This design comes from an exercise in tuning for small area, a short achievable clock period and few clock cycles per item on the open sky130 flow, not from production work. At most, simulation tests tie the RTL to the original design; equivalence was not proved.

Design tanh, start of the top module:
module tanh (
    input  clk,
    input  rst,
    input  [13:0] i_x,
    input  i_valid,
    output o_ready,
    output [13:0] o_fx,
    output o_valid,
    input  i_ready
);
Size: about 34 I/O pins, ~0.040 sq mm of cells after synthesis.
Settings: LEC_CHECK=0, CAP_MARGIN=20, CORE_MARGIN=2, CORE_UTILIZATION=40, SETUP_SLACK_MARGIN=4.5, SLEW_MARGIN=20, SYNTH_HIERARCHICAL=1, SYNTH_MINIMUM_KEEP_SIZE=0; clock period 8.0 ns.
run.sh (not shown) runs the stock make flow with config.mk's settings and CLKGATE_MAP_FILE= SYNTH_SCRIPT=/design/flow/synth_recipe.tcl, a recipe that flattens the netlist after the stock synthesis.
The baseline ran to the end with no violations.
Testbench counts at the start, summed over its fixed seeds: cycles 16,112, items 16,000.
Edit:
--- a/flow/config.mk
+++ b/flow/config.mk
@@ -8,5 +8,7 @@
 export CAP_MARGIN = 20
+export CELL_PAD_IN_SITES_DETAIL_PLACEMENT = 0
+export CELL_PAD_IN_SITES_GLOBAL_PLACEMENT = 0
 export CORE_MARGIN = 2
 export CORE_UTILIZATION = 40
-export SETUP_SLACK_MARGIN = 4.5
+export SETUP_SLACK_MARGIN = 4.7
 export SLEW_MARGIN = 20
Effect: The new run went through all stages and came out clean; first-iteration DRC count falls by about a fifth; clock skew barely changes; synthesized cell count does not change; core utilization rises by 0.78 points; final area rises slightly; die area does not change; hold slack is about the same; worst setup slack is better by 0.14 ns.


trial 95:
Starting RTL as in the previous note.
Settings: LEC_CHECK=0, CAP_MARGIN=20, CORE_MARGIN=2, CORE_UTILIZATION=40, CTS_CLUSTER_DIAMETER=120, CTS_CLUSTER_SIZE=22, SETUP_SLACK_MARGIN=4.8, SLEW_MARGIN=20, SYNTH_HIERARCHICAL=1, SYNTH_MINIMUM_KEEP_SIZE=0; clock period 8.0 ns.
Per the final summary, trial 95 finished and its layout is clean on timing, DRC and antenna.
Testbench counts of trial 95, summed over its fixed seeds: cycles 16,112, items 16,000.
The inputs of trial 68 differ from those of trial 95 as listed below.
--- a/flow/config.mk
+++ b/flow/config.mk
@@ -9,7 +9,7 @@
 export CORE_MARGIN = 2
 export CORE_UTILIZATION = 40
-export CTS_CLUSTER_DIAMETER = 120
-export CTS_CLUSTER_SIZE = 22
-export SETUP_SLACK_MARGIN = 4.8
+export CTS_CLUSTER_DIAMETER = 110
+export CTS_CLUSTER_SIZE = 18
+export SETUP_SLACK_MARGIN = 4.7
 export SLEW_MARGIN = 20
 export SYNTH_HIERARCHICAL = 1
Post-route worst setup slack ended up 40 ps lower on trial 68 than on trial 95. Compared to trial 95, trial 68 has final critical path time including I/O delays and setup 40 ps higher. Growth of design area from synthesis to finish, trial 68 and trial 95, lower one = trial 68. Trial 68 reached the end of the flow, and the finished layout is clean on the timing, DRC and antenna checks. The wire length per cell after detailed routing reported for trial 68 is smaller than that of trial 95 by 1.8%. Comparing trial 68 against trial 95, there is no change at all in gate count after technology mapping. Reported for trial 68 and trial 95, flip-flop and latch count turned out identical to the last digit. Trial 68 vs trial 95 — global routing usage on met1 dropped 0.31 points.


tanh, a different RTL version from the one above (not shown whole).
Size: ~330 flip-flops, ~34 I/O pins.
// tanh
module tanh (
    input  clk,
    input  rst,
    input  [13:0] i_x,
    input  i_valid,
    output o_ready,
    output [13:0] o_fx,
    output o_valid,
    input  i_ready
);
==> flow/config.mk <==
export PLATFORM = sky130hd
export DESIGN_NAME = tanh
export DESIGN_NICKNAME = tanh
export VERILOG_FILES = /design/flow/design.v
export SDC_FILE = /design/flow/constraint.sdc
export NUM_CORES = 4
export LEC_CHECK = 0
export CAP_MARGIN = 20
export CORE_MARGIN = 2
export CORE_UTILIZATION = 40
export SLEW_MARGIN = 20
==> flow/constraint.sdc <==
create_clock -name core_clock -period 8.0 [get_ports {clk}]
set_input_delay 1.6000 -clock core_clock [delete_from_list [all_inputs] [get_ports {clk}]]
set_output_delay 1.6000 -clock core_clock [all_outputs]
set_load 0.01 [all_outputs]
Next try:
SETUP_SLACK_MARGIN = 4   (was unset)
Outcome: Count of clock-buffer cells in the layout drops by 3. Worst setup slack gets better by 610 ps. Sequential cell count is unchanged. Final cell count climbs by 11%. Design area climbs by 17%. Wire length climbs by 5.0%. Global-route usage climbs by 0.58 points. Core utilization climbs by 7.3 points.
No functional check of the RTL was part of any run of this note.


## pepper
Another version of the RTL of tanh (not shown whole).
Size: ~3400 cells after synthesis, about 620 flip-flops, about 34 I/O pins, about 42000 um^2 of cells after synthesis.
clock: 8.0 ns
lec_check: 0
cap_margin: 20
core_margin: 2
core_utilization: 40
setup_slack_margin: 5
slew_margin: 20
tns_end_percent: 10
pepper completed; timing, DRC and antenna clean
The following lists how sierra was set up differently from pepper:
- swapping 5 for 4.5 in SETUP_SLACK_MARGIN
- clearing TNS_END_PERCENT, which used to be 10
Notes after the runs:
- sierra vs pepper: clock-buffer cell count up slightly
- Delta (sierra minus pepper): non-clock buffer instance count of the final layout shrank by 141, total wire length shows a reduction of 3900 um.
- The final reports for sierra and pepper show flip-flop and latch share of the layout cell area higher in the former.
- The critical path depth reported for sierra is smaller than that of pepper by 2.
- [compare] base=pepper new=sierra: reported max-cap violation count saw little to no change, final critical path time including I/O delays and setup saw an increase.
- Of the two candidates, pepper has the better fmax and sierra the worse one.
Function was not checked in any run of this note: the RTL went through the layout flow alone.


Another version of the RTL of tanh (not shown whole).
Size: roughly 3100 cells after synthesis, about 34 I/O pins, ~41000 µm² of cells after synthesis.
==> flow/design.v (excerpt) <==
module tanh (
    input  clk,
    input  rst,
    input  [13:0] i_x,
    input  i_valid,
    output o_ready,
    output [13:0] o_fx,
    output o_valid,
    input  i_ready
);
Settings: LEC_CHECK=0, CAP_MARGIN=20, CORE_MARGIN=2, CORE_UTILIZATION=40, PLACE_DENSITY=0.75, SETUP_SLACK_MARGIN=4.5, SLEW_MARGIN=20, SYNTH_HIERARCHICAL=1, SYNTH_MINIMUM_KEEP_SIZE=0; clock period 8.0 ns.
Testbench counts at the start, summed over its fixed seeds: cycles 16,112, items 16,000.
Next try:
--- a/flow/config.mk
+++ b/flow/config.mk
@@ -9,5 +9,4 @@
 export CORE_MARGIN = 2
 export CORE_UTILIZATION = 40
-export PLACE_DENSITY = 0.75
 export SETUP_SLACK_MARGIN = 4.5
 export SLEW_MARGIN = 20
Result: Core utilization falls by 0.41 points; clock-buffer cell count climbs by 14; flip-flop and latch count is unchanged; register-to-register slack improves by 0.06 ns; final area drops by 0.89%.
Next try:
--- a/flow/config.mk
+++ b/flow/config.mk
@@ -8,6 +8,6 @@
 export CAP_MARGIN = 20
 export CORE_MARGIN = 2
-export CORE_UTILIZATION = 40
-export SETUP_SLACK_MARGIN = 4.5
+export CORE_UTILIZATION = 55
+export SETUP_SLACK_MARGIN = 4.6
 export SLEW_MARGIN = 20
 export SYNTH_HIERARCHICAL = 1
Clock skew came out lower by 0.0075 ns; area after synthesis is unchanged; wire length rises by 12%; via count grows by 4.6%.
Next try:
--- a/flow/config.mk
+++ b/flow/config.mk
@@ -8,5 +8,6 @@
 export CAP_MARGIN = 20
 export CORE_MARGIN = 2
-export CORE_UTILIZATION = 55
+export CORE_UTILIZATION = 40
+export CTS_BUF_LIST = sky130_fd_sc_hd__clkbuf_8 sky130_fd_sc_hd__clkbuf_4
 export SETUP_SLACK_MARGIN = 4.6
 export SLEW_MARGIN = 20
=> The changed run finished clean; via count decreases by 2.8%; core utilization decreases by 17 points; critical path depth decreases by 7.
Next try:
--- a/flow/config.mk
+++ b/flow/config.mk
@@ -9,6 +9,5 @@
 export CORE_MARGIN = 2
 export CORE_UTILIZATION = 40
-export CTS_BUF_LIST = sky130_fd_sc_hd__clkbuf_8 sky130_fd_sc_hd__clkbuf_4
-export SETUP_SLACK_MARGIN = 4.6
+export SETUP_SLACK_MARGIN = 5
 export SLEW_MARGIN = 20
 export SYNTH_HIERARCHICAL = 1
The new run passed the timing, DRC and antenna checks.
Register-to-register slack gains 0.15 ns.
Global-route usage grows by 1.2 points.
Synthesized area is unchanged.
Non-clock buffer count climbs by 193.


tanh with an RTL version that a note above also has.
For scale: about 34 I/O pins, ~0.040 mm² of cells after synthesis.
clock: 8.0 ns
lec_check: 0
cap_margin: 20
core_margin: 2
core_utilization: 40
setup_slack_margin: 5
slew_margin: 20
synth_hierarchical: 1
synth_minimum_keep_size: 0
The starting point passed the timing, DRC and antenna checks.
Testbench counts at the start, summed over its fixed seeds: cycles 16,112, items 16,000.
Change:
Settings changed: SETUP_SLACK_MARGIN 5 to 4.85.
Area after synthesis stays the same.
Sequential share of layout area grows by 1.7 points.
First-iteration DRC count falls by 5.0%.
Core utilization came out lower by 2.0 points.
Wire length shrinks by 3.7%.
Die area is unchanged.
Hold slack degrades by 0.0049 ns.
Final area falls by 4.2%.


== lane 1 ==
tanh, a different RTL version from the one above (not shown whole).
Size in the first run: roughly 620 flip-flops, about 34 I/O pins, roughly 42000 µm² of cells after synthesis.
// tanh
module tanh (
    input  clk,
    input  rst,
    input  [13:0] i_x,
    input  i_valid,
    output o_ready,
    output [13:0] o_fx,
    output o_valid,
    input  i_ready
);
logic        adv;
logic [13:0] x0;
logic [1:0]  cnt;
logic        ov_r;
logic [13:0] e0, e1;
logic [0:0] m1_hc;
logic [17:0] m1_ha;
logic [17:0] m1_hb;
logic [13:0] x_s1;
logic [13:0] q_s2;
logic [13:0] x_s2;
logic [4:0] d1_one;
logic [3:0] d1_two;
logic [3:0] d1_neg;
logic [13:0] q_s3;
logic [13:0] x_s3;
logic [0:0] m2_hc;
logic [17:0] m2_ha;
logic [17:0] m2_hb;
logic [13:0] x_s4;
logic [13:0] q_s4;
logic [5:0] d2_one;
logic [4:0] d2_two;
logic [4:0] d2_neg;
logic [13:0] x_s5;
logic [13:0] q_s5;
logic [0:0] m3_hc;
logic [17:0] m3_ha;
logic [17:0] m3_hb;
logic [13:0] x_s6;
logic [13:0] q_s6;
logic [5:0] d3_one;
logic [5:0] d3_two;
logic [4:0] d3_neg;
logic [13:0] x_s7;
logic [13:0] q_s7;
logic [0:0] m4_hc;
logic [17:0] m4_ha;
logic [17:0] m4_hb;
logic [13:0] x_s8;
logic [13:0] q_s8;
logic [6:0] d4_one;
logic [6:0] d4_two;
logic [5:0] d4_neg;
logic [13:0] x_s9;
logic [13:0] q_s9;
logic [0:0] m5_hc;
logic [17:0] m5_ha;
logic [17:0] m5_hb;
logic [13:0] x_s10;
logic [14:0] r5p;
logic [6:0] dx_one;
logic [6:0] dx_two;
logic [6:0] dx_neg;
logic [0:0] m6_hc;
logic [17:0] m6_ha;
logic [17:0] m6_hb;
  ...
clock: 8.0 ns
lec_check: 0
cap_margin: 20
core_margin: 2
core_utilization: 40
cts_cluster_diameter: 120
cts_cluster_size: 22
setup_slack_margin: 4.7
slew_margin: 20
Testbench counts of lane 1, summed over its fixed seeds: cycles 16,112, items 16,000.
Edits applied to the flow inputs when going from lane 1 to lane 2:
- a deleted CTS_CLUSTER_DIAMETER that had been 120
- a deleted CTS_CLUSTER_SIZE that had been 22
[summary]
- Via count of the first global-routing pass for lane 2 is higher than for lane 1.
- Of lane 1 and lane 2, the run reporting the lower achievable frequency was lane 2.


## try-onyx
RTL: one of the versions met above, not the one the previous note started from.
Size: roughly 3000 cells after synthesis, ~620 flip-flops, about 40000 um^2 of cells after synthesis.
Settings: LEC_CHECK=0, CAP_MARGIN=20, CORE_MARGIN=2, CORE_UTILIZATION=40, CTS_CLUSTER_DIAMETER=120, CTS_CLUSTER_SIZE=22, SETUP_SLACK_MARGIN=4.7, SLEW_MARGIN=20, SYNTH_HIERARCHICAL=1, SYNTH_MINIMUM_KEEP_SIZE=0, TNS_END_PERCENT=20; clock period 8.0 ns.
Testbench counts of try-onyx, summed over its fixed seeds: cycles 16,112, items 16,000.
Edits applied to the flow inputs when going from try-onyx to try-harbor:
- TNS_END_PERCENT removed (was 20)
- CTS_CLUSTER_SIZE changed from 22 to 26
- CTS_CLUSTER_DIAMETER changed from 120 to 100
==> notes.md <==
Looking at worst slack at placement, try-harbor sits 0.042 ns higher than try-onyx does.
NOTE: clock-buffer cell count in try-harbor falls short of that of try-onyx
[compare] base=try-onyx new=try-harbor: worst hold slack saw an increase, post-route worst setup slack saw an increase, worst slew margin relative to its limit saw an increase, total routing usage reported by global routing saw a decrease.
Looking at try-onyx and try-harbor, the share of the synthesized area in compound gates (AO/OA/AOI/OAI) is a wash.
Comparing the two runs side by side, try-harbor comes out ahead of try-onyx on wire length of the first global-routing pass.
Clock buffer and inverter area fraction after layout in try-harbor is 0.24 points lower than in try-onyx
Against try-onyx, try-harbor comes in 0.012 GHz higher on highest clock frequency the design can meet.
In try-harbor, the global-route met2 utilization came out 0.34 points below the value in try-onyx.
> inputs changed (try-harbor -> try-nickel)
- clearing CTS_CLUSTER_SIZE, which used to be 26
- clearing CTS_CLUSTER_DIAMETER, which used to be 100
### Flow results
Changes observed in try-nickel relative to try-harbor: final cell utilization of the core moved up; number of logic stages on the critical path including buffering now smaller; number of nets in the finished design went up 25; cell area climbed 1200 um^2. A launch point of the worst path of x0[13] is what try-nickel shows, while q_s2[4] belongs to try-harbor. [compare] base=try-harbor new=try-nickel: post-layout minimum cycle time held; area of the die did not really move; smallest hold slack moved down.
### try-nickel -> try-umber
- GPL_ROUTABILITY_DRIVEN now 0, previously not set
==> comparison <==
Sort try-nickel and try-umber by total setup buffers inserted after CTS, descending, and try-umber comes first. Per the comparison of try-umber with try-nickel, signed area change from the synthesized netlist to the final layout went up; maximum fanout count along the critical path went down by 9. Against try-nickel, try-umber reports a time the worst path needs with I/O delays and setup that is higher. Setup slack: try-umber less than try-nickel. Summed area of non-filler cells in the final layout for try-umber is higher than for try-nickel.
## Diff of input files: try-garnet against try-umber
- GPL_ROUTABILITY_DRIVEN: 0 -> unset
- CTS_CLUSTER_DIAMETER: unset -> 150
- CTS_CLUSTER_SIZE: unset -> 30
- Looking only at worst hold slack, and setting everything else aside, the higher value of try-garnet and try-umber goes to try-garnet.
- try-garnet and try-umber all finish clean.
- Between try-garnet and try-umber, it is try-garnet whose clock-pin slew of the registers on the worst-case setup and hold paths is higher, by 0.06 ns.
- Re non-clock buffer instance count of the final layout: try-garnet and try-umber aren't equal, and the higher value belongs to try-umber.
- try-garnet vs. try-umber: via count lower; final instance area lower; met1 wire length went down by 1.7%; area overhead of the layout relative to synthesis shrank by 4.5 points.
- Route | try-garnet vs try-umber | wire shorter in try-garnet
- Start point of the critical path: q_s9[6] -> try-garnet, m2_hc -> try-umber
- Average wire length per cell after detail routing, try-garnet and try-umber: lower on try-garnet


Setup of build 12:
Another version of the RTL of tanh (not shown whole).
Size: about 3,400 cells after synthesis, about 630 flip-flops.
==> flow/config.mk <==
export PLATFORM = sky130hd
export DESIGN_NAME = tanh
export DESIGN_NICKNAME = tanh
export VERILOG_FILES = /design/flow/design.v
export SDC_FILE = /design/flow/constraint.sdc
export NUM_CORES = 4
export LEC_CHECK = 0
export CAP_MARGIN = 20
export CORE_MARGIN = 2
export CORE_UTILIZATION = 65
export SETUP_SLACK_MARGIN = 5
export SLEW_MARGIN = 20
==> flow/constraint.sdc <==
create_clock -name core_clock -period 8.0 [get_ports {clk}]
set_input_delay 1.6000 -clock core_clock [delete_from_list [all_inputs] [get_ports {clk}]]
set_output_delay 1.6000 -clock core_clock [all_outputs]
set_load 0.01 [all_outputs]
Modified inputs, build 39 compared to build 12
- swapping 65 for 40 in CORE_UTILIZATION
--- outcome ---
The global-route usage of build 39 falls short of that of build 12 by 11 points.
Highest achievable clock rate was lower in the run labelled build 12.
> inputs changed (build 39 -> build 77)
- a change of SETUP_SLACK_MARGIN from 5 to 4.0
## What came out
Looking at the reports, build 77 completed the entire flow and the layout it produced met the timing, DRC and antenna checks. The synthesized cell count of build 77 and that of build 39 are within noise of each other. From build 39 to build 77, number of synthesized register bits did not move at all. Detailed-routing wirelength on met1 shrinks by a little under 10% when moving from build 39 to build 77. Changes observed in build 77 relative to build 39: worst slew slack as a fraction of its limit fell by 4.6 points, largest fanout of any net on the critical path rose by 2, register fraction of the total cell area rose by 4.6 points, share of post-route cells with drive strength above 1 fell by 21 points, routed wire length fell by 16%.
### build 77 -> build 68
- SETUP_SLACK_MARGIN now 4.5, was 4.0
Findings:
Build 68 reached the final stage; the timing, DRC and antenna checks on its layout passed. Arrival time of the worst setup path ends up lower on build 68. Per the comparison of build 68 with build 77, non-clock buffer count now sits higher, wire length now sits higher, length in cells of the worst reg-to-reg path now sits lower. Build 68 vs build 77, final cell count went up by about 5%. Build 68 vs. build 77: fraction of layout instances using a drive strength above 1 has increased; number of inserted filler cells in the final layout down 91; design area increased by 2100 sq um relative to the old numbers.
No run of this note included a check of the RTL's function; only the layout flow was run.

[static timing again, ports no longer ideal]
The results above use ideal ports. As a check the final layouts listed here were re-extracted and re-timed, cells and wires unchanged. Step 1 (the two cells are an assumption about what drives the block):
set clk [get_ports {clk}]
set_driving_cell -lib_cell sky130_fd_sc_hd__clkbuf_16 $clk
set_driving_cell -lib_cell sky130_fd_sc_hd__buf_2 [delete_from_list [all_inputs] $clk]
Step 2 also shifts input and output timing later by t, the mid clock arrival at the registers, as if the neighbouring blocks saw the same clock. Slacks: no drivers / after step 1 / after step 2; pairs: no drivers / after step 1.
| run | t (ns) | setup slack, ns | latest minus earliest clock arrival (ns) | worst data-port slew with drivers (ns) |
|---|---|---|---|---|
| the first run of note 1 | 0.673 | 4.665 / 4.604 / 4.223 | 0.030 / 0.030 | 0.04 |
| the second run of note 1 | 0.671 | 4.803 / 4.782 / 4.262 | 0.026 / 0.026 | 0.04 |
| trial 95 | 0.639 | 4.846 / 4.802 / 4.512 | 0.027 / 0.027 | 0.04 |
| trial 68 | 0.655 | 4.806 / 4.802 / 4.250 | 0.018 / 0.019 | 0.04 |
| the first run of note 3 | 0.611 | 1.927 / 1.927 / 1.927 | 0.024 / 0.024 | 0.07 |
| the second run of note 3 | 0.629 | 2.534 / 2.534 / 2.534 | 0.039 / 0.039 | 0.03 |
| pepper | 0.689 | 4.678 / 4.678 / 4.233 | 0.063 / 0.063 | 0.03 |
| sierra | 0.685 | 4.561 / 4.561 / 4.212 | 0.066 / 0.067 | 0.04 |
| the first run of note 5 | 0.702 | 4.534 / 4.534 / 4.230 | 0.023 / 0.023 | 0.03 |
| the second run of note 5 | 0.684 | 4.590 / 4.590 / 4.208 | 0.021 / 0.020 | 0.04 |
| the third run of note 5 | 0.657 | 4.678 / 4.667 / 4.193 | 0.015 / 0.015 | 0.03 |
| the fourth run of note 5 | 0.767 | 4.611 / 4.611 / 4.201 | 0.037 / 0.036 | 0.03 |
| the fifth run of note 5 | 0.674 | 4.763 / 4.763 / 4.546 | 0.024 / 0.024 | 0.04 |
| the first run of note 6 | 0.681 | 4.892 / 4.892 / 4.467 | 0.026 / 0.026 | 0.03 |
| the second run of note 6 | 0.680 | 4.876 / 4.853 / 4.507 | 0.029 / 0.029 | 0.04 |
| lane 1 | 0.653 | 4.777 / 4.777 / 4.483 | 0.036 / 0.036 | 0.03 |
| lane 2 | 0.680 | 4.754 / 4.754 / 4.482 | 0.044 / 0.044 | 0.03 |
| try-onyx | 0.643 | 4.670 / 4.636 / 4.222 | 0.038 / 0.039 | 0.04 |
| try-harbor | 0.683 | 4.802 / 4.761 / 4.259 | 0.032 / 0.032 | 0.04 |
| try-nickel | 0.671 | 4.803 / 4.782 / 4.262 | 0.026 / 0.026 | 0.04 |
| try-umber | 0.684 | 4.744 / 4.744 / 4.230 | 0.026 / 0.027 | 0.04 |
| try-garnet | 0.667 | 4.753 / 4.753 / 4.257 | 0.034 / 0.035 | 0.04 |
| build 12 | 0.664 | 4.652 / 4.652 / 4.556 | 0.021 / 0.020 | 0.04 |
| build 39 | 0.709 | 4.702 / 4.702 / 4.555 | 0.034 / 0.034 | 0.04 |
| build 77 | 0.679 | 4.334 / 4.334 / 4.144 | 0.031 / 0.031 | 0.05 |
| build 68 | 0.676 | 4.554 / 4.554 / 4.141 | 0.038 / 0.038 | 0.06 |
After both steps setup and hold are still met in every run listed. The setup slack of trial 68, which loses most, moves by -0.004 ns with the drivers and by -0.556 ns with both steps.
